This design comes from an exercise in tuning for small area on the open sky130 flow, not from production work. No functional check of the RTL was part of this run.

==> design/flow/design.v <==
module rgb_to_ycrcb(input clk,
	input [7:0] r,
	input [7:0] g,
	input [7:0] b,
	output [7:0] y,
	output [7:0] cr,
	output [7:0] cb);
reg w1_212;
reg w1_213;
reg w1_214;
reg w1_215;
reg w1_216;
reg w1_217;
reg w1_218;
reg w1_219;
reg w1_220;
reg w1_221;
reg w1_222;
reg w1_223;
reg w1_224;
reg w1_225;
reg w1_226;
reg w1_227;
reg r1_244;
reg r1_245;
reg r1_246;
reg r1_247;
reg r1_248;
reg r1_249;
reg r1_250;
reg r1_251;
reg b1_252;
reg b1_253;
reg b1_254;
reg b1_255;
reg b1_256;
reg b1_257;
reg b1_258;
reg b1_259;
reg y2_317;
reg y2_318;
reg y2_319;
reg y2_320;
reg y2_321;
reg y2_322;
reg y2_323;
reg y2_324;
reg wl2_325;
reg wl2_326;
reg wl2_327;
reg wl2_328;
reg wl2_329;
reg wl2_330;
reg wl2_331;
reg dh2_332;
reg dh2_333;
reg dh2_334;
reg dh2_335;
reg dh2_336;
reg dh2_337;
reg dh2_338;
reg dh2_339;
reg dh2_340;
reg eh2_341;
reg eh2_342;
reg eh2_343;
reg eh2_344;
reg eh2_345;
reg eh2_346;
reg eh2_347;
reg eh2_348;
reg eh2_349;
reg cr3_642;
reg cr3_643;
reg cr3_644;
reg cr3_645;
reg cr3_646;
reg cr3_647;
reg cr3_648;
reg cr3_649;
reg cb3_650;
reg cb3_651;
reg cb3_652;
reg cb3_653;
reg cb3_654;
reg cb3_655;
reg cb3_656;
reg cb3_657;
reg y3_658;
reg y3_659;
reg y3_660;
reg y3_661;
reg y3_662;
reg y3_663;
reg y3_664;
reg y3_665;
wire s1;
wire c2;
wire s3;
wire c4;
wire s5;
wire c6;
wire s7;
wire c8;
wire s9;
wire c10;
wire s11;
wire c12;
wire s13;
wire c14;
wire s15;
wire c16;
wire s17;
wire c18;
wire s19;
wire c20;
wire s21;
wire c22;
wire s23;
wire c24;
wire s25;
wire c26;
wire s27;
wire c28;
wire s29;
wire c30;
wire s31;
wire c32;
wire s33;
wire c34;
wire s35;
wire c36;
wire s37;
wire c38;
wire s39;
wire c40;
wire s41;
wire c42;
wire s43;
wire c44;
wire s45;
wire c46;
wire s47;
wire c48;
wire s49;
wire c50;
wire s51;
wire c52;
wire s53;
wire c54;
wire s55;
wire c56;
wire s57;
wire c58;
wire s59;
wire c60;
wire s61;
wire c62;
wire s63;
wire c64;
wire s65;
wire c66;
wire s67;
wire c68;
wire s69;
wire c70;
wire s71;
wire c72;
wire s73;
wire c74;
wire s75;
wire c76;
wire s77;
wire c78;
wire s79;
wire c80;
wire s81;
wire c82;
wire s83;
wire c84;
wire s85;
wire c86;
wire s87;
wire c88;
wire s89;
wire c90;
wire s91;
wire c92;
wire s93;
wire c94;
wire s95;
wire c96;
wire s97;
wire c98;
wire s99;
wire c100;
wire s101;
wire c102;
wire s103;
wire c104;
wire s105;
wire c106;
wire s107;
wire c108;
wire s109;
wire c110;
wire s111;
wire c112;
wire s113;
wire c114;
wire s115;
wire c116;
wire s117;
wire c118;
wire s119;
wire c120;
wire s121;
wire c122;
wire s123;
wire c124;
wire s125;
wire c126;
wire s127;
wire c128;
wire s129;
wire c130;
wire s131;
wire c132;
wire s133;
wire c134;
wire s135;
wire c136;
wire s137;
wire c138;
wire q139;
wire g140;
wire q141;
wire g142;
wire q143;
wire g144;
wire q145;
wire g146;
wire q147;
wire g148;
wire q149;
wire g150;
wire q151;
wire g152;
wire q153;
wire g154;
wire q155;
wire g156;
wire q157;
wire g158;
wire q159;
wire g160;
wire q161;
wire g162;
wire q163;
wire g164;
wire q165;
wire g166;
wire q167;
wire g168;
wire q169;
wire g170;
wire q171;
wire g172;
wire q173;
wire g174;
wire q175;
wire g176;
wire q177;
wire g178;
wire q179;
wire g180;
wire q181;
wire o182;
wire o183;
wire o184;
wire o185;
wire o186;
wire o187;
wire o188;
wire o189;
wire o190;
wire o191;
wire o192;
wire o193;
wire o194;
wire o195;
wire i196;
wire i197;
wire i198;
wire i199;
wire i200;
wire i201;
wire i202;
wire i203;
wire i204;
wire i205;
wire i206;
wire i207;
wire i208;
wire i209;
wire i210;
wire i211;
wire i228;
wire i229;
wire i230;
wire i231;
wire i232;
wire i233;
wire i234;
wire i235;
wire i236;
wire i237;
wire i238;
wire i239;
wire i240;
wire i241;
wire i242;
wire i243;
wire l260;
wire o261;
wire l262;
wire o263;
wire l264;
wire o265;
wire l266;
wire o267;
wire l268;
wire o269;
wire l270;
wire o271;
wire i272;
wire s273;
wire c274;
wire s275;
wire c276;
wire s277;
wire c278;
wire s279;
wire c280;
wire s281;
wire c282;
wire s283;
wire c284;
wire s285;
wire c286;
wire s287;
wire c288;
wire s289;
wire c290;
wire s291;
wire c292;
wire s293;
wire c294;
wire s295;
wire c296;
wire s297;
wire c298;
wire s299;
wire c300;
wire s301;
wire c302;
wire s303;
wire c304;
wire s305;
wire c306;
wire s307;
wire c308;
wire y309;
wire y310;
wire y311;
wire y312;
wire y313;
wire y314;
wire y315;
wire y316;
wire i350;
wire i351;
wire i352;
wire i353;
wire i354;
wire i355;
wire i356;
wire i357;
wire i358;
wire i359;
wire i360;
wire i361;
wire i362;
wire i363;
wire i364;
wire i365;
wire s366;
wire c367;
wire s368;
wire c369;
wire s370;
wire c371;
wire s372;
wire c373;
wire s374;
wire c375;
wire s376;
wire c377;
wire s378;
wire c379;
wire s380;
wire c381;
wire s382;
wire c383;
wire s384;
wire c385;
wire s386;
wire c387;
wire s388;
wire c389;
wire s390;
wire c391;
wire s392;
wire c393;
wire s394;
wire c395;
wire s396;
wire c397;
wire s398;
wire c399;
wire s400;
wire c401;
wire s402;
wire c403;
wire s404;
wire c405;
wire s406;
wire c407;
wire s408;
wire c409;
wire s410;
wire c411;
wire s412;
wire c413;
wire s414;
wire c415;
wire s416;
wire c417;
wire s418;
wire c419;
wire s420;
wire c421;
wire s422;
wire c423;
wire s424;
wire c425;
wire p426;
wire p427;
wire p428;
wire p429;
wire p430;
wire p431;
wire p432;
wire p433;
wire p434;
wire p435;
wire p436;
wire p437;
wire p438;
wire p439;
wire p440;
wire p441;
wire p442;
wire p443;
wire p444;
wire p445;
wire p446;
wire p447;
wire p448;
wire p449;
wire p450;
wire p451;
wire s452;
wire c453;
wire s454;
wire c455;
wire s456;
wire c457;
wire s458;
wire c459;
wire s460;
wire c461;
wire s462;
wire c463;
wire s464;
wire c465;
wire s466;
wire c467;
wire g468;
wire q469;
wire g470;
wire q471;
wire g472;
wire q473;
wire g474;
wire q475;
wire g476;
wire q477;
wire g478;
wire q479;
wire g480;
wire q481;
wire g482;
wire q483;
wire g484;
wire q485;
wire g486;
wire q487;
wire g488;
wire q489;
wire g490;
wire q491;
wire g492;
wire q493;
wire g494;
wire q495;
wire g496;
wire q497;
wire g498;
wire q499;
wire g500;
wire q501;
wire g502;
wire q503;
wire g504;
wire q505;
wire g506;
wire q507;
wire g508;
wire q509;
wire g510;
wire q511;
wire g512;
wire q513;
wire g514;
wire q515;
wire g516;
wire q517;
wire g518;
wire q519;
wire g520;
wire q521;
wire g522;
wire q523;
wire g524;
wire q525;
wire g526;
wire q527;
wire g528;
wire q529;
wire g530;
wire q531;
wire g532;
wire q533;
wire g534;
wire q535;
wire o536;
wire o537;
wire o538;
wire o539;
wire o540;
wire o541;
wire o542;
wire o543;
wire i544;
wire i545;
wire i546;
wire i547;
wire p548;
wire p549;
wire p550;
wire p551;
wire p552;
wire p553;
wire p554;
wire p555;
wire p556;
wire p557;
wire p558;
wire p559;
wire p560;
wire p561;
wire p562;
wire p563;
wire s564;
wire c565;
wire s566;
wire c567;
wire s568;
wire c569;
wire s570;
wire c571;
wire s572;
wire c573;
wire s574;
wire c575;
wire s576;
wire c577;
wire s578;
wire c579;
wire q580;
wire q581;
wire g582;
wire q583;
wire g584;
wire q585;
wire g586;
wire q587;
wire g588;
wire q589;
wire g590;
wire q591;
wire g592;
wire q593;
wire g594;
wire q595;
wire q596;
wire g597;
wire q598;
wire g599;
wire q600;
wire g601;
wire q602;
wire g603;
wire q604;
wire g605;
wire q606;
wire g607;
wire q608;
wire g609;
wire q610;
wire g611;
wire q612;
wire g613;
wire q614;
wire g615;
wire q616;
wire g617;
wire q618;
wire q619;
wire g620;
wire q621;
wire g622;
wire q623;
wire g624;
wire q625;
wire g626;
wire q627;
wire g628;
wire q629;
wire g630;
wire q631;
wire g632;
wire q633;
wire o634;
wire o635;
wire o636;
wire o637;
wire o638;
wire o639;
wire o640;
wire o641;
add2 u_s1 (.a(r[3]), .b(r[2]), .s(s1), .co(c2));
add3 u_s3 (.a(r[4]), .b(r[3]), .c(r[0]), .s(s3), .co(c4));
add2 u_s5 (.a(g[5]), .b(g[4]), .s(s5), .co(c6));
add3 u_s7 (.a(r[5]), .b(r[4]), .c(r[1]), .s(s7), .co(c8));
add3 u_s9 (.a(g[6]), .b(g[5]), .c(g[3]), .s(s9), .co(c10));
add2 u_s11 (.a(g[0]), .b(b[5]), .s(s11), .co(c12));
add3 u_s13 (.a(r[6]), .b(r[5]), .c(r[2]), .s(s13), .co(c14));
add3 u_s15 (.a(g[7]), .b(g[6]), .c(g[4]), .s(s15), .co(c16));
add3 u_s17 (.a(g[1]), .b(b[6]), .c(b[3]), .s(s17), .co(c18));
add3 u_s19 (.a(r[7]), .b(r[6]), .c(r[3]), .s(s19), .co(c20));
add3 u_s21 (.a(g[7]), .b(g[5]), .c(g[2]), .s(s21), .co(c22));
add2 u_s23 (.a(b[7]), .b(b[4]), .s(s23), .co(c24));
add3 u_s25 (.a(r[7]), .b(r[4]), .c(g[6]), .s(s25), .co(c26));
add2 u_s27 (.a(r[1]), .b(r[0]), .s(s27), .co(c28));
add3 u_s29 (.a(r[2]), .b(r[1]), .c(g[3]), .s(s29), .co(c30));
add2 u_s31 (.a(g[2]), .b(g[0]), .s(s31), .co(c32));
add3 u_s33 (.a(g[4]), .b(g[3]), .c(g[1]), .s(s33), .co(c34));
add3 u_s35 (.a(b[3]), .b(b[0]), .c(s1), .s(s35), .co(c36));
add3 u_s37 (.a(g[2]), .b(b[4]), .c(b[1]), .s(s37), .co(c38));
add3 u_s39 (.a(c2), .b(s5), .c(s3), .s(s39), .co(c40));
add3 u_s41 (.a(b[2]), .b(c6), .c(s11), .s(s41), .co(c42));
add3 u_s43 (.a(c4), .b(s7), .c(s9), .s(s43), .co(c44));
add3 u_s45 (.a(c12), .b(c8), .c(c10), .s(s45), .co(c46));
add3 u_s47 (.a(s13), .b(s15), .c(s17), .s(s47), .co(c48));
add3 u_s49 (.a(s23), .b(c14), .c(c16), .s(s49), .co(c50));
add3 u_s51 (.a(c18), .b(s19), .c(s21), .s(s51), .co(c52));
add3 u_s53 (.a(g[3]), .b(b[5]), .c(c24), .s(s53), .co(c54));
add3 u_s55 (.a(c20), .b(c22), .c(s25), .s(s55), .co(c56));
add3 u_s57 (.a(r[5]), .b(g[7]), .c(g[4]), .s(s57), .co(c58));
add2 u_s59 (.a(b[6]), .b(c26), .s(s59), .co(c60));
add2 u_s61 (.a(r[6]), .b(g[5]), .s(s61), .co(c62));
add2 u_s63 (.a(r[0]), .b(g[1]), .s(s63), .co(c64));
add3 u_s65 (.a(g[2]), .b(g[1]), .c(b[1]), .s(s65), .co(c66));
add3 u_s67 (.a(b[2]), .b(c28), .c(s31), .s(s67), .co(c68));
add3 u_s69 (.a(c32), .b(c30), .c(s33), .s(s69), .co(c70));
add3 u_s71 (.a(c34), .b(s37), .c(c36), .s(s71), .co(c72));
add3 u_s73 (.a(c38), .b(s41), .c(c40), .s(s73), .co(c74));
add3 u_s75 (.a(c42), .b(c44), .c(s45), .s(s75), .co(c76));
add3 u_s77 (.a(c46), .b(c48), .c(s49), .s(s77), .co(c78));
add3 u_s79 (.a(s53), .b(c50), .c(c52), .s(s79), .co(c80));
add3 u_s81 (.a(s57), .b(c54), .c(s59), .s(s81), .co(c82));
add3 u_s83 (.a(b[7]), .b(s61), .c(c58), .s(s83), .co(c84));
add2 u_s85 (.a(r[7]), .b(g[6]), .s(s85), .co(c86));
add2 u_s87 (.a(g[0]), .b(b[0]), .s(s87), .co(c88));
add3 u_s89 (.a(c64), .b(s27), .c(s65), .s(s89), .co(c90));
add3 u_s91 (.a(c66), .b(s29), .c(s67), .s(s91), .co(c92));
add3 u_s93 (.a(c68), .b(s35), .c(s69), .s(s93), .co(c94));
add3 u_s95 (.a(c70), .b(s39), .c(s71), .s(s95), .co(c96));
add3 u_s97 (.a(s43), .b(c72), .c(s73), .s(s97), .co(c98));
add3 u_s99 (.a(s47), .b(c74), .c(s75), .s(s99), .co(c100));
add3 u_s101 (.a(s51), .b(c76), .c(s77), .s(s101), .co(c102));
add3 u_s103 (.a(s55), .b(c78), .c(s79), .s(s103), .co(c104));
add3 u_s105 (.a(c56), .b(s81), .c(c80), .s(s105), .co(c106));
add3 u_s107 (.a(c60), .b(s83), .c(c82), .s(s107), .co(c108));
add3 u_s109 (.a(c62), .b(s85), .c(c84), .s(s109), .co(c110));
add2 u_s111 (.a(g[7]), .b(c86), .s(s111), .co(c112));
add2 u_s113 (.a(s63), .b(s87), .s(s113), .co(c114));
add2 u_s115 (.a(s89), .b(c88), .s(s115), .co(c116));
add2 u_s117 (.a(s91), .b(c90), .s(s117), .co(c118));
add2 u_s119 (.a(s93), .b(c92), .s(s119), .co(c120));
add2 u_s121 (.a(s95), .b(c94), .s(s121), .co(c122));
add2 u_s123 (.a(s97), .b(c96), .s(s123), .co(c124));
add2 u_s125 (.a(s99), .b(c98), .s(s125), .co(c126));
add2 u_s127 (.a(s101), .b(c100), .s(s127), .co(c128));
add2 u_s129 (.a(s103), .b(c102), .s(s129), .co(c130));
add2 u_s131 (.a(s105), .b(c104), .s(s131), .co(c132));
add2 u_s133 (.a(s107), .b(c106), .s(s133), .co(c134));
add2 u_s135 (.a(s109), .b(c108), .s(s135), .co(c136));
add2 u_s137 (.a(s111), .b(c110), .s(s137), .co(c138));
assign q139 = s113 & g[0];
assign g140 = c118 | (s117 & c116);
assign q141 = s117 & s115;
assign g142 = c122 | (s121 & c120);
assign q143 = s121 & s119;
assign g144 = c126 | (s125 & c124);
assign q145 = s125 & s123;
assign g146 = c130 | (s129 & c128);
assign q147 = s129 & s127;
assign g148 = c134 | (s133 & c132);
assign q149 = s133 & s131;
assign g150 = c138 | (s137 & c136);
assign q151 = s137 & s135;
assign g152 = g140 | (q141 & c114);
assign q153 = q141 & q139;
assign g154 = g144 | (q145 & g142);
assign q155 = q145 & q143;
assign g156 = g148 | (q149 & g146);
assign q157 = q149 & q147;
assign g158 = g154 | (q155 & g152);
assign q159 = q155 & q153;
assign g160 = g156 | (q157 & g158);
assign q161 = q157 & q159;
assign g162 = g142 | (q143 & g152);
assign q163 = q143 & q153;
assign g164 = g146 | (q147 & g158);
assign q165 = q147 & q159;
assign g166 = g150 | (q151 & g160);
assign q167 = q151 & q161;
assign g168 = c116 | (s115 & c114);
assign q169 = s115 & q139;
assign g170 = c120 | (s119 & g152);
assign q171 = s119 & q153;
assign g172 = c124 | (s123 & g162);
assign q173 = s123 & q163;
assign g174 = c128 | (s127 & g158);
assign q175 = s127 & q159;
assign g176 = c132 | (s131 & g164);
assign q177 = s131 & q165;
assign g178 = c136 | (s135 & g160);
assign q179 = s135 & q161;
assign g180 = 1'b0 | (c112 & g166);
assign q181 = c112 & q167;
assign o182 = s115 ^ c114;
assign o183 = s117 ^ g168;
assign o184 = s119 ^ g152;
assign o185 = s121 ^ g170;
assign o186 = s123 ^ g162;
assign o187 = s125 ^ g172;
assign o188 = s127 ^ g158;
assign o189 = s129 ^ g174;
assign o190 = s131 ^ g164;
assign o191 = s133 ^ g176;
assign o192 = s135 ^ g160;
assign o193 = s137 ^ g178;
assign o194 = c112 ^ g166;
assign o195 = 1'b0 ^ g180;
assign i196 = ~g[0];
assign i197 = ~s113;
assign i198 = ~o182;
assign i199 = ~o183;
assign i200 = ~o184;
assign i201 = ~o185;
assign i202 = ~o186;
assign i203 = ~o187;
assign i204 = ~o188;
assign i205 = ~o189;
assign i206 = ~o190;
assign i207 = ~o191;
assign i208 = ~o192;
assign i209 = ~o193;
assign i210 = ~o194;
assign i211 = ~o195;
always @(posedge clk) w1_212 <= i196;
always @(posedge clk) w1_213 <= i197;
always @(posedge clk) w1_214 <= i198;
always @(posedge clk) w1_215 <= i199;
always @(posedge clk) w1_216 <= i200;
always @(posedge clk) w1_217 <= i201;
always @(posedge clk) w1_218 <= i202;
always @(posedge clk) w1_219 <= i203;
always @(posedge clk) w1_220 <= i204;
always @(posedge clk) w1_221 <= i205;
always @(posedge clk) w1_222 <= i206;
always @(posedge clk) w1_223 <= i207;
always @(posedge clk) w1_224 <= i208;
always @(posedge clk) w1_225 <= i209;
always @(posedge clk) w1_226 <= i210;
always @(posedge clk) w1_227 <= i211;
assign i228 = ~w1_212;
assign i229 = ~w1_213;
assign i230 = ~w1_214;
assign i231 = ~w1_215;
assign i232 = ~w1_216;
assign i233 = ~w1_217;
assign i234 = ~w1_218;
assign i235 = ~w1_219;
assign i236 = ~w1_220;
assign i237 = ~w1_221;
assign i238 = ~w1_222;
assign i239 = ~w1_223;
assign i240 = ~w1_224;
assign i241 = ~w1_225;
assign i242 = ~w1_226;
assign i243 = ~w1_227;
always @(posedge clk) r1_244 <= r[0];
always @(posedge clk) r1_245 <= r[1];
always @(posedge clk) r1_246 <= r[2];
always @(posedge clk) r1_247 <= r[3];
always @(posedge clk) r1_248 <= r[4];
always @(posedge clk) r1_249 <= r[5];
always @(posedge clk) r1_250 <= r[6];
always @(posedge clk) r1_251 <= r[7];
always @(posedge clk) b1_252 <= b[0];
always @(posedge clk) b1_253 <= b[1];
always @(posedge clk) b1_254 <= b[2];
always @(posedge clk) b1_255 <= b[3];
always @(posedge clk) b1_256 <= b[4];
always @(posedge clk) b1_257 <= b[5];
always @(posedge clk) b1_258 <= b[6];
always @(posedge clk) b1_259 <= b[7];
assign l260 = i229 ^ i228;
assign o261 = i229 | i228;
assign l262 = i230 ^ o261;
assign o263 = i230 | o261;
assign l264 = i231 ^ o263;
assign o265 = i231 | o263;
assign l266 = i232 ^ o265;
assign o267 = i232 | o265;
assign l268 = i233 ^ o267;
assign o269 = i233 | o267;
assign l270 = i234 ^ o269;
assign o271 = i234 | o269;
assign i272 = ~o271;
add3 u_s273 (.a(r1_244), .b(w1_219), .c(i272), .s(s273), .co(c274));
add3 u_s275 (.a(r1_245), .b(w1_220), .c(c274), .s(s275), .co(c276));
add3 u_s277 (.a(r1_246), .b(w1_221), .c(c276), .s(s277), .co(c278));
add3 u_s279 (.a(r1_247), .b(w1_222), .c(c278), .s(s279), .co(c280));
add3 u_s281 (.a(r1_248), .b(w1_223), .c(c280), .s(s281), .co(c282));
add3 u_s283 (.a(r1_249), .b(w1_224), .c(c282), .s(s283), .co(c284));
add3 u_s285 (.a(r1_250), .b(w1_225), .c(c284), .s(s285), .co(c286));
add3 u_s287 (.a(r1_251), .b(w1_226), .c(c286), .s(s287), .co(c288));
add2 u_s289 (.a(w1_227), .b(c288), .s(s289), .co(c290));
add3 u_s291 (.a(b1_252), .b(w1_219), .c(i272), .s(s291), .co(c292));
add3 u_s293 (.a(b1_253), .b(w1_220), .c(c292), .s(s293), .co(c294));
add3 u_s295 (.a(b1_254), .b(w1_221), .c(c294), .s(s295), .co(c296));
add3 u_s297 (.a(b1_255), .b(w1_222), .c(c296), .s(s297), .co(c298));
add3 u_s299 (.a(b1_256), .b(w1_223), .c(c298), .s(s299), .co(c300));
add3 u_s301 (.a(b1_257), .b(w1_224), .c(c300), .s(s301), .co(c302));
add3 u_s303 (.a(b1_258), .b(w1_225), .c(c302), .s(s303), .co(c304));
add3 u_s305 (.a(b1_259), .b(w1_226), .c(c304), .s(s305), .co(c306));
add2 u_s307 (.a(w1_227), .b(c306), .s(s307), .co(c308));
assign y309 = i235 | i243;
assign y310 = i236 | i243;
assign y311 = i237 | i243;
assign y312 = i238 | i243;
assign y313 = i239 | i243;
assign y314 = i240 | i243;
assign y315 = i241 | i243;
assign y316 = i242 | i243;
always @(posedge clk) y2_317 <= y309;
always @(posedge clk) y2_318 <= y310;
always @(posedge clk) y2_319 <= y311;
always @(posedge clk) y2_320 <= y312;
always @(posedge clk) y2_321 <= y313;
always @(posedge clk) y2_322 <= y314;
always @(posedge clk) y2_323 <= y315;
always @(posedge clk) y2_324 <= y316;
always @(posedge clk) wl2_325 <= i228;
always @(posedge clk) wl2_326 <= l260;
always @(posedge clk) wl2_327 <= l262;
always @(posedge clk) wl2_328 <= l264;
always @(posedge clk) wl2_329 <= l266;
always @(posedge clk) wl2_330 <= l268;
always @(posedge clk) wl2_331 <= l270;
always @(posedge clk) dh2_332 <= s273;
always @(posedge clk) dh2_333 <= s275;
always @(posedge clk) dh2_334 <= s277;
always @(posedge clk) dh2_335 <= s279;
always @(posedge clk) dh2_336 <= s281;
always @(posedge clk) dh2_337 <= s283;
always @(posedge clk) dh2_338 <= s285;
always @(posedge clk) dh2_339 <= s287;
always @(posedge clk) dh2_340 <= s289;
always @(posedge clk) eh2_341 <= s291;
always @(posedge clk) eh2_342 <= s293;
always @(posedge clk) eh2_343 <= s295;
always @(posedge clk) eh2_344 <= s297;
always @(posedge clk) eh2_345 <= s299;
always @(posedge clk) eh2_346 <= s301;
always @(posedge clk) eh2_347 <= s303;
always @(posedge clk) eh2_348 <= s305;
always @(posedge clk) eh2_349 <= s307;
assign i350 = ~dh2_340;
assign i351 = ~wl2_325;
assign i352 = ~wl2_326;
assign i353 = ~wl2_327;
assign i354 = ~wl2_328;
assign i355 = ~wl2_329;
assign i356 = ~wl2_330;
assign i357 = ~wl2_331;
assign i358 = ~dh2_332;
assign i359 = ~dh2_333;
assign i360 = ~dh2_334;
assign i361 = ~dh2_335;
assign i362 = ~dh2_336;
assign i363 = ~dh2_337;
assign i364 = ~dh2_338;
assign i365 = ~dh2_339;
add2 u_s366 (.a(i352), .b(i355), .s(s366), .co(c367));
add3 u_s368 (.a(wl2_325), .b(i353), .c(i356), .s(s368), .co(c369));
add3 u_s370 (.a(wl2_326), .b(i354), .c(i357), .s(s370), .co(c371));
add3 u_s372 (.a(wl2_327), .b(i355), .c(i358), .s(s372), .co(c373));
add3 u_s374 (.a(wl2_328), .b(i356), .c(i359), .s(s374), .co(c375));
add3 u_s376 (.a(wl2_329), .b(i357), .c(i360), .s(s376), .co(c377));
add3 u_s378 (.a(wl2_330), .b(i358), .c(i361), .s(s378), .co(c379));
add3 u_s380 (.a(wl2_331), .b(i359), .c(i362), .s(s380), .co(c381));
add3 u_s382 (.a(dh2_332), .b(i360), .c(i363), .s(s382), .co(c383));
add3 u_s384 (.a(dh2_340), .b(i361), .c(i364), .s(s384), .co(c385));
add3 u_s386 (.a(dh2_333), .b(i362), .c(i365), .s(s386), .co(c387));
add3 u_s388 (.a(dh2_335), .b(dh2_340), .c(dh2_334), .s(s388), .co(c389));
add2 u_s390 (.a(i352), .b(i354), .s(s390), .co(c391));
add2 u_s392 (.a(i353), .b(i355), .s(s392), .co(c393));
add3 u_s394 (.a(wl2_325), .b(i354), .c(i356), .s(s394), .co(c395));
add3 u_s396 (.a(i357), .b(i351), .c(s366), .s(s396), .co(c397));
add3 u_s398 (.a(i358), .b(c367), .c(s368), .s(s398), .co(c399));
add3 u_s400 (.a(i359), .b(c369), .c(s370), .s(s400), .co(c401));
add3 u_s402 (.a(i360), .b(c371), .c(s372), .s(s402), .co(c403));
add3 u_s404 (.a(i361), .b(c373), .c(s374), .s(s404), .co(c405));
add3 u_s406 (.a(i362), .b(c375), .c(s376), .s(s406), .co(c407));
add3 u_s408 (.a(i363), .b(c377), .c(s378), .s(s408), .co(c409));
add3 u_s410 (.a(i364), .b(c379), .c(s380), .s(s410), .co(c411));
add3 u_s412 (.a(i365), .b(c381), .c(s382), .s(s412), .co(c413));
add3 u_s414 (.a(i359), .b(c383), .c(s384), .s(s414), .co(c415));
add3 u_s416 (.a(i360), .b(c385), .c(s386), .s(s416), .co(c417));
add3 u_s418 (.a(i363), .b(s388), .c(c387), .s(s418), .co(c419));
add3 u_s420 (.a(i364), .b(i362), .c(c389), .s(s420), .co(c421));
add3 u_s422 (.a(dh2_336), .b(i365), .c(i363), .s(s422), .co(c423));
add3 u_s424 (.a(dh2_338), .b(dh2_340), .c(dh2_337), .s(s424), .co(c425));
assign p426 = 1'b1 & i351;
assign p427 = 1'b1 | i351;
assign p428 = i353 & wl2_325;
assign p429 = i353 | wl2_325;
assign p430 = s390 & i351;
assign p431 = s390 | i351;
assign p432 = s392 & c391;
assign p433 = s392 | c391;
assign p434 = s394 & c393;
assign p435 = s394 | c393;
assign p436 = s396 & c395;
assign p437 = s396 | c395;
assign p438 = s398 & c397;
assign p439 = s398 | c397;
assign p440 = s400 & c399;
assign p441 = s400 | c399;
assign p442 = s402 & c401;
assign p443 = s402 | c401;
assign p444 = s404 & c403;
assign p445 = s404 | c403;
assign p446 = s406 & c405;
assign p447 = s406 | c405;
assign p448 = s408 & c407;
assign p449 = s408 | c407;
assign p450 = s410 & c409;
assign p451 = s410 | c409;
add2 u_s452 (.a(s412), .b(c411), .s(s452), .co(c453));
add2 u_s454 (.a(s414), .b(c413), .s(s454), .co(c455));
add2 u_s456 (.a(s416), .b(c415), .s(s456), .co(c457));
add2 u_s458 (.a(s418), .b(c417), .s(s458), .co(c459));
add2 u_s460 (.a(s420), .b(c419), .s(s460), .co(c461));
add2 u_s462 (.a(s422), .b(c421), .s(s462), .co(c463));
add2 u_s464 (.a(s424), .b(c423), .s(s464), .co(c465));
add2 u_s466 (.a(dh2_339), .b(c425), .s(s466), .co(c467));
assign g468 = 1'b0 | (i352 & p426);
assign q469 = i352 & p427;
assign g470 = p430 | (p431 & p428);
assign q471 = p431 & p429;
assign g472 = p434 | (p435 & p432);
assign q473 = p435 & p433;
assign g474 = p438 | (p439 & p436);
assign q475 = p439 & p437;
assign g476 = p442 | (p443 & p440);
assign q477 = p443 & p441;
assign g478 = p446 | (p447 & p444);
assign q479 = p447 & p445;
assign g480 = p450 | (p451 & p448);
assign q481 = p451 & p449;
assign g482 = c455 | (s454 & c453);
assign q483 = s454 & s452;
assign g484 = c459 | (s458 & c457);
assign q485 = s458 & s456;
assign g486 = c463 | (s462 & c461);
assign q487 = s462 & s460;
assign g488 = g470 | (q471 & g468);
assign q489 = q471 & q469;
assign g490 = g474 | (q475 & g472);
assign q491 = q475 & q473;
assign g492 = g478 | (q479 & g476);
assign q493 = q479 & q477;
assign g494 = g482 | (q483 & g480);
assign q495 = q483 & q481;
assign g496 = g486 | (q487 & g484);
assign q497 = q487 & q485;
assign g498 = g490 | (q491 & g488);
assign q499 = q491 & q489;
assign g500 = g494 | (q495 & g492);
assign q501 = q495 & q493;
assign g502 = g500 | (q501 & g498);
assign q503 = q501 & q499;
assign g504 = g492 | (q493 & g498);
assign q505 = q493 & q499;
assign g506 = g496 | (q497 & g502);
assign q507 = q497 & q503;
assign g508 = g472 | (q473 & g488);
assign q509 = q473 & q489;
assign g510 = g476 | (q477 & g498);
assign q511 = q477 & q499;
assign g512 = g480 | (q481 & g504);
assign q513 = q481 & q505;
assign g514 = g484 | (q485 & g502);
assign q515 = q485 & q503;
assign g516 = p428 | (p429 & g468);
assign q517 = p429 & q469;
assign g518 = p432 | (p433 & g488);
assign q519 = p433 & q489;
assign g520 = p436 | (p437 & g508);
assign q521 = p437 & q509;
assign g522 = p440 | (p441 & g498);
assign q523 = p441 & q499;
assign g524 = p444 | (p445 & g510);
assign q525 = p445 & q511;
assign g526 = p448 | (p449 & g504);
assign q527 = p449 & q505;
assign g528 = c453 | (s452 & g512);
assign q529 = s452 & q513;
assign g530 = c457 | (s456 & g502);
assign q531 = s456 & q503;
assign g532 = c461 | (s460 & g514);
assign q533 = s460 & q515;
assign g534 = c465 | (s464 & g506);
assign q535 = s464 & q507;
assign o536 = s452 ^ g512;
assign o537 = s454 ^ g528;
assign o538 = s456 ^ g502;
assign o539 = s458 ^ g530;
assign o540 = s460 ^ g514;
assign o541 = s462 ^ g532;
assign o542 = s464 ^ g506;
assign o543 = s466 ^ g534;
assign i544 = ~eh2_349;
assign i545 = ~eh2_346;
assign i546 = ~eh2_347;
assign i547 = ~eh2_348;
assign p548 = wl2_325 & wl2_328;
assign p549 = wl2_325 | wl2_328;
assign p550 = wl2_326 & wl2_329;
assign p551 = wl2_326 | wl2_329;
assign p552 = wl2_327 & wl2_330;
assign p553 = wl2_327 | wl2_330;
assign p554 = wl2_328 & wl2_331;
assign p555 = wl2_328 | wl2_331;
assign p556 = wl2_329 & eh2_341;
assign p557 = wl2_329 | eh2_341;
assign p558 = wl2_330 & eh2_342;
assign p559 = wl2_330 | eh2_342;
assign p560 = wl2_331 & eh2_343;
assign p561 = wl2_331 | eh2_343;
assign p562 = eh2_341 & eh2_344;
assign p563 = eh2_341 | eh2_344;
add2 u_s564 (.a(eh2_342), .b(eh2_345), .s(s564), .co(c565));
add2 u_s566 (.a(eh2_343), .b(eh2_346), .s(s566), .co(c567));
add2 u_s568 (.a(eh2_344), .b(eh2_347), .s(s568), .co(c569));
add2 u_s570 (.a(eh2_345), .b(eh2_348), .s(s570), .co(c571));
add2 u_s572 (.a(i544), .b(i545), .s(s572), .co(c573));
add2 u_s574 (.a(i546), .b(eh2_346), .s(s574), .co(c575));
add2 u_s576 (.a(i547), .b(eh2_347), .s(s576), .co(c577));
add2 u_s578 (.a(eh2_349), .b(eh2_348), .s(s578), .co(c579));
assign q580 = wl2_326 & wl2_325;
assign q581 = p549 & wl2_327;
assign g582 = p552 | (p553 & p550);
assign q583 = p553 & p551;
assign g584 = p556 | (p557 & p554);
assign q585 = p557 & p555;
assign g586 = p560 | (p561 & p558);
assign q587 = p561 & p559;
assign g588 = c565 | (s564 & p562);
assign q589 = s564 & p563;
assign g590 = c569 | (s568 & c567);
assign q591 = s568 & s566;
assign g592 = c573 | (s572 & c571);
assign q593 = s572 & s570;
assign g594 = c577 | (s576 & c575);
assign q595 = s576 & s574;
assign q596 = q581 & q580;
assign g597 = g584 | (q585 & g582);
assign q598 = q585 & q583;
assign g599 = g588 | (q589 & g586);
assign q600 = q589 & q587;
assign g601 = g592 | (q593 & g590);
assign q602 = q593 & q591;
assign g603 = g597 | (q598 & p548);
assign q604 = q598 & q596;
assign g605 = g601 | (q602 & g599);
assign q606 = q602 & q600;
assign g607 = g605 | (q606 & g603);
assign q608 = q606 & q604;
assign g609 = g599 | (q600 & g603);
assign q610 = q600 & q604;
assign g611 = g582 | (q583 & p548);
assign q612 = q583 & q596;
assign g613 = g586 | (q587 & g603);
assign q614 = q587 & q604;
assign g615 = g590 | (q591 & g609);
assign q616 = q591 & q610;
assign g617 = g594 | (q595 & g607);
assign q618 = q595 & q608;
assign q619 = wl2_327 & q580;
assign g620 = p550 | (p551 & p548);
assign q621 = p551 & q596;
assign g622 = p554 | (p555 & g611);
assign q623 = p555 & q612;
assign g624 = p558 | (p559 & g603);
assign q625 = p559 & q604;
assign g626 = p562 | (p563 & g613);
assign q627 = p563 & q614;
assign g628 = c567 | (s566 & g609);
assign q629 = s566 & q610;
assign g630 = c571 | (s570 & g615);
assign q631 = s570 & q616;
assign g632 = c575 | (s574 & g607);
assign q633 = s574 & q608;
assign o634 = s564 ^ g626;
assign o635 = s566 ^ g609;
assign o636 = s568 ^ g628;
assign o637 = s570 ^ g615;
assign o638 = s572 ^ g630;
assign o639 = s574 ^ g607;
assign o640 = s576 ^ g632;
assign o641 = s578 ^ g617;
always @(posedge clk) cr3_642 <= o536;
always @(posedge clk) cr3_643 <= o537;
always @(posedge clk) cr3_644 <= o538;
always @(posedge clk) cr3_645 <= o539;
always @(posedge clk) cr3_646 <= o540;
always @(posedge clk) cr3_647 <= o541;
always @(posedge clk) cr3_648 <= o542;
always @(posedge clk) cr3_649 <= o543;
always @(posedge clk) cb3_650 <= o634;
always @(posedge clk) cb3_651 <= o635;
always @(posedge clk) cb3_652 <= o636;
always @(posedge clk) cb3_653 <= o637;
always @(posedge clk) cb3_654 <= o638;
always @(posedge clk) cb3_655 <= o639;
always @(posedge clk) cb3_656 <= o640;
always @(posedge clk) cb3_657 <= o641;
always @(posedge clk) y3_658 <= y2_317;
always @(posedge clk) y3_659 <= y2_318;
always @(posedge clk) y3_660 <= y2_319;
always @(posedge clk) y3_661 <= y2_320;
always @(posedge clk) y3_662 <= y2_321;
always @(posedge clk) y3_663 <= y2_322;
always @(posedge clk) y3_664 <= y2_323;
always @(posedge clk) y3_665 <= y2_324;
assign y = {y3_665, y3_664, y3_663, y3_662, y3_661, y3_660, y3_659, y3_658};
assign cr = {cr3_649, cr3_648, cr3_647, cr3_646, cr3_645, cr3_644, cr3_643, cr3_642};
assign cb = {cb3_657, cb3_656, cb3_655, cb3_654, cb3_653, cb3_652, cb3_651, cb3_650};
endmodule
module add3(input a, input b, input c, output s, output co);
assign s = a ^ b ^ c;
assign co = (a & b) | (a & c) | (b & c);
endmodule
module add2c(input a, input b, output s, output co);
assign s = ~(a ^ b);
assign co = a | b;
endmodule
module add2(input a, input b, output s, output co);
assign s = a ^ b;
assign co = a & b;
endmodule
==> design/flow/flow/run.sh <==
#!/bin/bash
bash standard.sh "BUFFER_PORTS_ARGS=-buffer_cell sky130_fd_sc_hd__buf_1" \
  "CTS_ARGS=-sink_clustering_enable -repair_clock_nets -dont_use_dummy_load -buf_list {sky130_fd_sc_hd__clkbuf_4 sky130_fd_sc_hd__clkbuf_8} -sink_clustering_size 20" \
  finish > standard.log 2>&1
==> design/flow/standard.sh <==
#!/bin/bash
# synth_recipe.tcl (not shown) runs the flow's synth.tcl, then flattens the netlist and writes it again
# the make line also repeats each setting of config.mk as NAME=value (left out here)
make -C /OpenROAD-flow-scripts/flow DESIGN_CONFIG=/design/flow/config.mk WORK_HOME=/design/flow/orfs CLKGATE_MAP_FILE= SYNTH_SCRIPT=/design/flow/synth_recipe.tcl "${@:-finish}"
==> design/flow/config.mk <==
export PLATFORM = sky130hd
export DESIGN_NAME = rgb_to_ycrcb
export DESIGN_NICKNAME = rgb_to_ycrcb
export VERILOG_FILES = /design/flow/design.v
export SDC_FILE = /design/flow/constraint.sdc
export NUM_CORES = 4
export LEC_CHECK = 0
export CAP_MARGIN = 20
export CORE_MARGIN = 2
export CORE_UTILIZATION = 70
export PLACE_DENSITY = 0.8
export SLEW_MARGIN = 20
export SYNTH_HIERARCHICAL = 1
export SYNTH_MINIMUM_KEEP_SIZE = 0
==> design/flow/constraint.sdc <==
create_clock -name core_clock -period 5.0 [get_ports {clk}]
set_input_delay 1.0000 -clock core_clock [delete_from_list [all_inputs] [get_ports {clk}]]
set_output_delay 1.0000 -clock core_clock [all_outputs]
set_load 0.01 [all_outputs]
==> run notes <==
outcome=timing/DRC/antenna clean; row cnt=32; CORE AREA=7650 um^2; Commonest cells post-synth=dfxtp_1 (89), fa_1 (87), ha_1 (66); cells along the critical path=ha_1 -> ha_1 -> ha_1 -> ha_1 -> ha_1 -> ha_2 -> fa_1 -> fa_1 -> fa_2 -> fa_1 -> fa_2 -> fa_1 -> fa_1 -> fa_1 -> ha_1; initial antenna violation count=0; final period utilization=0.968; synth unique cells=42; mux cell area share after synthesis=0.00207; area share of the largest cell type after synthesis=0.327; Max stage delay cell, worst path=fa_1; crit-path max cell delay=between 300 and 400 ps; Post-Route WL=a little under 10000 um; postcts setup bufs=0; Net Count, Synth=616; layout cells sized above 1=0.0629; Final HPWL DP=approximately 8400 um; asr flop ratio synth=0; Compound-Gate Fraction of Synth Area=0.0643; Post-synth EDFFs=0; sequential fraction of the synthesis area=0.327; vias in the first global route=3573; Synth Instances=around 440; Worst-Margin Slew=463 ps; Via Count=3177; die height=92.2 um; Synth Cell Area=approximately 5400 um^2; root buf cell=clkbuf_8; cts hold-fix bufs=0; count leader, synth=dfxtp_1; GP Congestion=around 0.85; prevailing post-synth register cell=dfxtp_1; post-DR wirelength/cell=16.8 um; worst setup path class=reg2reg; crit-path max FO=2; maximum clock rate=between 200 and 250 MHz; setup violators final=0; Crit. End Element=flop; first-pass GRT wire length=roughly 16000 um; Max clock buf depth=2; GRT overflow=0; H-tree levels=3; I/O Pins=49; worst skew pair latency=340 ps; # clock sinks=89; main combinational cell family by area after synthesis=adder cells; synthesis-stage register bit count=just under 90; Resized cells post-CTS=0; Pre-Repair DR Iteration Count=4; endpoints failing hold=0; worst setup margin=159 ps; synth top area cells=dfxtp_1 (33%), fa_1 (32%), ha_1 (15%); Max Slew Vio Count=0; largest net degree at the start of global routing=15; Syn-to-layout area delta=5.79%; Slew headroom=0.687; Avg Cell Area, Syn=12.4 um^2; Period minus WS final=4840 ps; GRT Total Usage=0.256; Placement Setup Slack=-0.286 ps; Initial Utilization=0.713; # DRC=0; die area=8510 um^2; Synth Area in Simple Gates=0.0528; fillers=about 500; post-synthesis xor/xnor area fraction=0.0209; CTS tree=done; Routed Antenna Nets=0; fin nets=657; Worst setup SP type=flop; die width=92.2 um; Max Cap Viol=0; total CTS buffers=9; DR vias/cell=5.49; First DRT Iteration DRCs=76; port bufs=48; Critical Path AT=5080 ps; post-synth top area cell=dfxtp_1; Yosys warning count=7; clock slew at reported path FFs=80 ps; CP required=5240 ps; RSZ-0062 raised after global routing=false; setup_tns=0 ps; WHS=326 ps; Adder-Cell Fraction of Synth Area=0.477; Max Clock Skew=about 30 ps; Worst Hold Class=reg2reg; number of diodes=0
==> critical path: cells and delay by family (launching register included) <==
| kind | cells | cell delay (ps) |
|---|---|---|
| adders and majority gates | 15 | 4420 |
| DFF | 1 | 320 |
==> cells by family (layout without fill, tap and decap cells) <==
| group | after synthesis | after routing |
|---|---|---|
| adders and majority gates | 156 | 156 |
| DFF | 89 | 89 |
| and+or+nand+nor | 68 | 68 |
| buffers and inverters | 57 | 96 |
| AOI/OAI and AO/OA | 54 | 54 |
| xor gates and xnor gates | 13 | 13 |
| muxes | 1 | 1 |
==> final timing paths <==
check,startpoint,endpoint,slack [ps],cells after the start
setup / recovery,w1_212$_DFF_P_,dh2_340$_DFF_P_,160,15
hold / removal,y2_319$_DFF_P_,y3_660$_DFF_P_,330,0
setup reg to reg,w1_212$_DFF_P_,dh2_340$_DFF_P_,160,15
hold reg to reg,y2_319$_DFF_P_,y3_660$_DFF_P_,330,0
==> per-module statistics from Yosys, one instance, submodules excluded <==
module        flops+latches  cell area, um^2  cells inside  times used
rgb_to_ycrcb             89             3130           305           1
add3                      0             20.0             1          87
add2                      0             12.5             1          46
==> cells in the final DEF, fill, tap and decap left out, types with 9 or more instances in the layout <==
cell type,Yosys,final
nor2_1,28,28
buf_1,0,48
inv_1,31,31
nand2_1,26,26
fa_1,87,82
ha_1,66,65
dfxtp_1,89,89
clkbuf_8,0,9
a21oi_1,11,11
o21ai_0,11,11
==> metal layers <==
metal  up-vias  share of wire  global-route usage
met5         -              0                   0
met4         0          0.022              0.0958
met3        18          0.032              0.0411
met2        87           0.53               0.465
met1      1567           0.42               0.306
li1       1505              -                   -
==> layout make-up <==
type	instances	area (um^2)	area share
flip-flops and latches	89	1780	0.309
well taps	102	128	0.0221
repair buffers	55	233	0.0404
clock buffers	9	124	0.0215
multi-input cells	292	3380	0.586
inverters	32	120	0.0208
==> stage by stage <==
step	util	instances	instance area, um^2
floorplan	-	438	5450
global placement	0.736	570	5630
detailed placement	0.736	570	5630
CTS	0.752	579	5750
global route	0.754	579	5760
finish	0.754	579	5760

afterwards: timing with drivers on the ports:
The flow's constraints put no driver on any port. The routed layout listed below was extracted and timed again, unchanged, in two steps.
Step 1, drivers: a clkbuf_16 drives clk and a buf_2 each remaining input, both assumed.
Step 2 times the ports against the registers' clock, not the clock port: input delays grow and output delays shrink by t, the midpoint of the rising clock arrivals with the driver on.
Slacks: ideal ports / drivers / drivers and shift; pairs: ideal ports / drivers.
t (ns): 0.358
slack for setup (ns): 0.159 / 0.159 / 0.039
worst slew at a driven data input, ns: 0.03
After both steps setup and hold are still met in this run. The setup slack of this run moves by 0.000 ns with the drivers and by -0.120 ns with both steps.
